From an optimization exercise on the open Yosys and OpenROAD flow, aimed at small area, a short achievable clock period and few clock cycles per item; shortcuts taken in it are not production practice.
Only simulation tests tie the RTL to the original design; equivalence was not proved.

**design/flow/config.mk**
```make
export PLATFORM = sky130hd
export DESIGN_NAME = dotproduct
export DESIGN_NICKNAME = dotproduct
export VERILOG_FILES = /design/flow/design.v
export SDC_FILE = /design/flow/constraint.sdc
export NUM_CORES = 4
export LEC_CHECK = 0
export CAP_MARGIN = 20
export CORE_MARGIN = 2
export CORE_UTILIZATION = 40
export SLEW_MARGIN = 20
```
**design/flow/constraint.sdc**
```tcl
create_clock -name core_clock -period 15.0 [get_ports {clk_i}]
set_input_delay 3.0000 -clock core_clock [delete_from_list [all_inputs] [get_ports {clk_i}]]
set_output_delay 3.0000 -clock core_clock [all_outputs]
set_load 0.01 [all_outputs]
```
**design/flow/design.v**
```verilog
module dotproduct (
    input  logic         clk_i,
    input  logic         rst_ni,    
    input  logic         start_i,
    input  logic [7:0]   nnz_i,
    input  logic [31:0]  a0_i, a1_i, a2_i, a3_i, a4_i,
                         a5_i, a6_i, a7_i, a8_i, a9_i,
    input  logic [31:0]  b0_i, b1_i, b2_i, b3_i, b4_i,
                         b5_i, b6_i, b7_i, b8_i, b9_i,
    input  logic [31:0]  c_i,
    output logic [63:0]  result_o,
    output logic         busy_o,
    output logic         result_valid_o,
    output logic [31:0]  cycle_count_o
);
    typedef enum logic [1:0] {
        IDLE,
        COMPUTE,
        DONE
    } state_t;
    state_t state;
    logic signed [63:0] acc;
    logic signed [63:0] result_reg;
    logic        [3:0]  idx;
    logic [31:0] cycle_cnt;
    logic [31:0] cycle_cnt_reg;
    logic start_d;
    wire start_pulse;
    logic signed [63:0] acc_next;
    logic signed [31:0] a [0:9];
    logic signed [31:0] b [0:9];
    always_comb begin
        a[0]=a0_i; b[0]=b0_i;
        a[1]=a1_i; b[1]=b1_i;
        a[2]=a2_i; b[2]=b2_i;
        a[3]=a3_i; b[3]=b3_i;
        a[4]=a4_i; b[4]=b4_i;
        a[5]=a5_i; b[5]=b5_i;
        a[6]=a6_i; b[6]=b6_i;
        a[7]=a7_i; b[7]=b7_i;
        a[8]=a8_i; b[8]=b8_i;
        a[9]=a9_i; b[9]=b9_i;
    end
    always_ff @(posedge clk_i or negedge rst_ni) begin
        if (!rst_ni)
            start_d <= 1'b0;
        else
            start_d <= start_i;
    end
    assign start_pulse = start_i & ~start_d;
    assign acc_next = acc + ($signed(a[idx]) * $signed(b[idx]));
    always_ff @(posedge clk_i or negedge rst_ni) begin
        if (!rst_ni) begin
            state          <= IDLE;
            acc            <= 64'sd0;
            result_reg     <= 64'sd0;
            idx            <= 4'd0;
            busy_o         <= 1'b0;
            result_valid_o <= 1'b0;
            cycle_cnt      <= 32'd0;
            cycle_cnt_reg  <= 32'd0;
        end else begin
            if (start_pulse)
                result_valid_o <= 1'b0;
            case (state)
                IDLE: begin
                    busy_o    <= 1'b0;
                    idx       <= 4'd0;
                    cycle_cnt <= 32'd0;
                    if (start_pulse && nnz_i != 0) begin
                        acc    <= 64'sd0;
                        state  <= COMPUTE;
                        busy_o <= 1'b1;
                    end
                end
                COMPUTE: begin
                    busy_o <= 1'b1;
                    acc <= acc_next;
                    cycle_cnt <= cycle_cnt + 1;
                    if (idx == nnz_i - 1) begin
                        result_reg     <= acc_next + $signed(c_i);
                        cycle_cnt_reg  <= cycle_cnt + 1;  
                        state          <= DONE;
                        result_valid_o <= 1'b1;
                    end else begin
                        idx <= idx + 1;
                    end
                end
                DONE: begin
                    busy_o <= 1'b0;
                    if (start_pulse && nnz_i != 0) begin
                        acc            <= 64'sd0;
                        idx            <= 4'd0;
                        cycle_cnt      <= 32'd0;
                        state          <= COMPUTE;
                        busy_o         <= 1'b1;
                        result_valid_o <= 1'b0;
                    end
                end
            endcase
        end
    end
    assign result_o       = result_reg;
    assign cycle_count_o  = cycle_cnt_reg;
endmodule
```
**design/flow/run.sh**
```bash
#!/bin/bash
# synth_recipe.tcl (not shown) runs the flow's synth.tcl, then flattens the netlist and writes it again
# the make line also repeats each setting of config.mk as NAME=value (left out here)
make -C /OpenROAD-flow-scripts/flow DESIGN_CONFIG=/design/flow/config.mk WORK_HOME=/design/flow/orfs CLKGATE_MAP_FILE= SYNTH_SCRIPT=/design/flow/synth_recipe.tcl finish
```
==> run notes <==
crit path time final 14180 ps; slew of the pin with the lowest slew margin ~1100 ps; Port Buf Inserts 780; CP max stage cell nand4_1; Arr. time, crit path around 15000 ps; worst reg-to-reg path cell count between 40 and 50; GRT Util Overall 39.56%; vias in the first global route between 50000 and 60000; Worst slew margin between 20% and 30%; 1st-pass router iterations 7; hold_sp result_reg[14]; final RePlAce weighted congestion 1.048; Max Clk Rate 70.52 MHz; Max Fanout on Critical Path 11; Largest stage delay, worst path around 740 ps; YS warnings 3; RSZ-0062 raised after global routing false; CTS clk-pin slew, worst paths approximately 70 ps; max-slew violations 0; drt total wl ~270 mm; Synth Cell Area between 50000 and 60000 sq um; fin cells slightly below 9000; clk root buf clkbuf_16; setup TNS 0 ps; number of remaining DRC errors 0; Sequential cell area around 5000 sq um; Hold EP result_reg[14]; WL per Instance 31.29 um; via count 49290; CTS tree yes; Crit Path Class in2reg; layout cells sized above 1 between 5 and 6%; # setup viols final 0; crit end category register; die height about 370 um; gr ovfl total 0; largest net degree at the start of global routing around 120; Hold Slack 479.6 ps; first-pass GRT wire length 389.8 mm; Initial Util between 40 and 50%; hold buffer count at CTS 0; Mapped Cells 6177; die width 374.0 um; initial antenna violation count 90; Fillers between 10000 and 15000; Num CTS Buffers 24; sequential area share after synthesis 9.184%; I/O pins between 700 and 800; Cells after DPL slightly below 9000; multi-input logic area ~44000 sq um; Vias/cell around 5.6; Distinct cells, synth between 80 and 90; die area 139900 sq um; Reg2Reg Capture Point result_reg[61]; Max Cap Viol 0; post-cts sizing count 0; Longest Clk Path Bufs 3; top_reg_cell synth dfrtp_1; PnR worst setup slack a little over 800 ps; outcome timing/DRC/antenna clean; Post-CTS Setup Bufs 0; initial drt markers 5003; Synth async-reset ratio 100.0%; clk_skew about 22 ps; worst r2r src idx[1]; Final Hold Vio Count 0; cell area after layout approximately 67000 sq um; R2R Setup Slk just under 2000 ps; Rows 135; Clock Sinks between 200 and 250; nets roughly 9100; cell repeated most along the worst path fa_1; pre-CTS setup slack around 530 ps; core area 135600 sq um; area post-placement 65790 sq um; Mean Syn Cell Area around 9 sq um; Worst Path Required between 15000 and 20000 ps; Antenna Nets Post-Route 0; crit start category primary input; worst hold path type reg2reg; hold depth 2; clk latency of the worst-skew pair roughly 550 ps; final core utilization between 40% and 50%; post-DP HPWL ~240 mm; layout overhead on the synthesized area 21.68%; number of flops mapped to enable cells by yosys 0; syn_nets around 8400; Final period util between 90% and 100%; htree depth 1; post-synthesis register bit count between 200 and 250
per-layer routing:
| metal | global-route usage (%) | share of wire, % | vias to the layer above |
|---|---|---|---|
| met5 | 0 | 0.040 | - |
| met1 | 53.22 | 40 | 25420 |
| li1 | - | - | 20780 |
| met4 | 23.08 | 7.2 | 16 |
| met3 | 7.971 | 9.0 | 506 |
| met2 | 59.27 | 43 | 2561 |
cell families (layout without fill, tap and decap cells):
kind of cell | after synthesis | count (layout) | synth area share [%]
AND/OR/NAND/NOR | 1807 | 1807 | 14.11
multiplexers | 10 | 10 | 0.1988
AO/OA/AOI/OAI | 888 | 888 | 11.51
flip-flops | 201 | 201 | 9.184
buffers and inverters | 1593 | 2373 | 11.19
other | 0 | 45 | 0
XOR/XNOR | 171 | 171 | 2.774
adder cells (fa/ha/maj) | 1507 | 1507 | 51.03
worst max-delay path by stage:
stage | start | endpoint
after floorplan | b8_i[0] | result_reg[62]
after global placement | b3_i[13] | result_reg[61]
after detailed placement | a6_i[15] | result_reg[61]
after CTS | a6_i[15] | result_reg[61]
after global routing | b3_i[13] | result_reg[40]
final | a6_i[15] | result_reg[61]
critical path: cells and delay by family:
family	cells	cell delay, ps
buf+inv	12	2200
compound gates	15	3210
fa+ha+maj	10	4530
simple gates	7	1520
xor+xnor	1	130
cells in the final DEF (no fill, tap or decap), types with 21 or more instances in the layout:
master,synthesis,routed
diode_2,0,45
clkbuf_16,0,25
dfrtp_1,201,201
a222oi_1,39,39
ha_1,296,296
a22oi_1,80,80
xnor2_1,100,100
buf_4,0,273
inv_1,1268,1268
clkdlybuf4s50_1,0,779
o21ai_0,172,172
and2_1,43,36
o31ai_1,25,25
a22o_1,110,110
a21o_1,69,69
xor2_1,69,69
o21ai_1,23,23
nand3_1,60,60
nor3_1,21,21
and4_1,54,53
a21oi_1,141,140
fa_1,1211,1211
nand4_1,70,70
a21boi_0,25,24
nand2_1,969,967
nor2_1,501,499
a221oi_1,76,73
area by class of cell:
type	instances	area share, %
Tap cell	1781	3.344
Sequential cell	201	7.548
Clock buffer	31	0.9876
Multi-Input combinational cell	4383	65.56
Inverter	1268	7.142
Timing Repair Buffer	1064	15.13
Clock inverter	10	0.1164
Antenna cell	45	0.1690
Yosys cell counts, drive strengths merged (7+ instances only):
| master | instances | area share (%) |
|---|---|---|
| a21oi | 144 | 1.3 |
| o21a | 15 | 0.21 |
| a21o | 69 | 0.95 |
| nor3 | 24 | 0.25 |
| dfrtp | 201 | 9.2 |
| a21boi | 26 | 0.36 |
| nor2b | 15 | 0.17 |
| xnor2 | 101 | 1.6 |
| xor2 | 69 | 1.1 |
| inv | 1268 | 8.7 |
| or2 | 16 | 0.18 |
| ha | 296 | 6.8 |
| nand2b | 16 | 0.18 |
| o21ai | 196 | 1.8 |
| nor2 | 501 | 3.4 |
| o21bai | 18 | 0.27 |
| a211oi | 12 | 0.18 |
| a22o | 110 | 1.8 |
| a221oi | 78 | 1.3 |
| mux2 | 7 | 0.14 |
| a31oi | 20 | 0.25 |
| a222oi | 39 | 0.71 |
| and2 | 44 | 0.51 |
| o31ai | 25 | 0.34 |
| nand4 | 73 | 0.87 |
| nand3 | 60 | 0.55 |
| and4 | 54 | 0.86 |
| and3 | 19 | 0.22 |
| clkbuf | 195 | 1.3 |
| a22oi | 80 | 1.1 |
| fa | 1211 | 44 |
| nand2 | 969 | 6.6 |
| buf | 130 | 1.2 |
| o211ai | 14 | 0.19 |
Testbench counts, summed over its fixed seeds: cycles 15,638, items 2,400.

-- re-timing with driven ports --
Ports are ideal in the flow. The routed layout listed here was re-timed in OpenROAD.
Step 1, drivers: a clkbuf_16 drives clk_i and a buf_2 each remaining input, both assumed.
Step 2, shift: input delay + t, output delay - t, t = (earliest + latest rising clock arrival at the registers) / 2. This alone moves slack from input paths to output paths.
a / b / c = ideal ports / drivers / drivers and shift; a / b = the first two.
t, ns: 0.604
setup slack, ns: 0.819 / 0.818 / 0.214
worst hold slack (ns): 0.480 / 0.480 / 0.480
worst register clock-pin slew, ns: 0.07 / 0.07
worst slew at a driven data input, ns: 0.38
After both steps setup and hold are still met in this run. For this run, drivers alone change the setup slack by -0.001 ns; drivers and shift together by -0.605 ns.
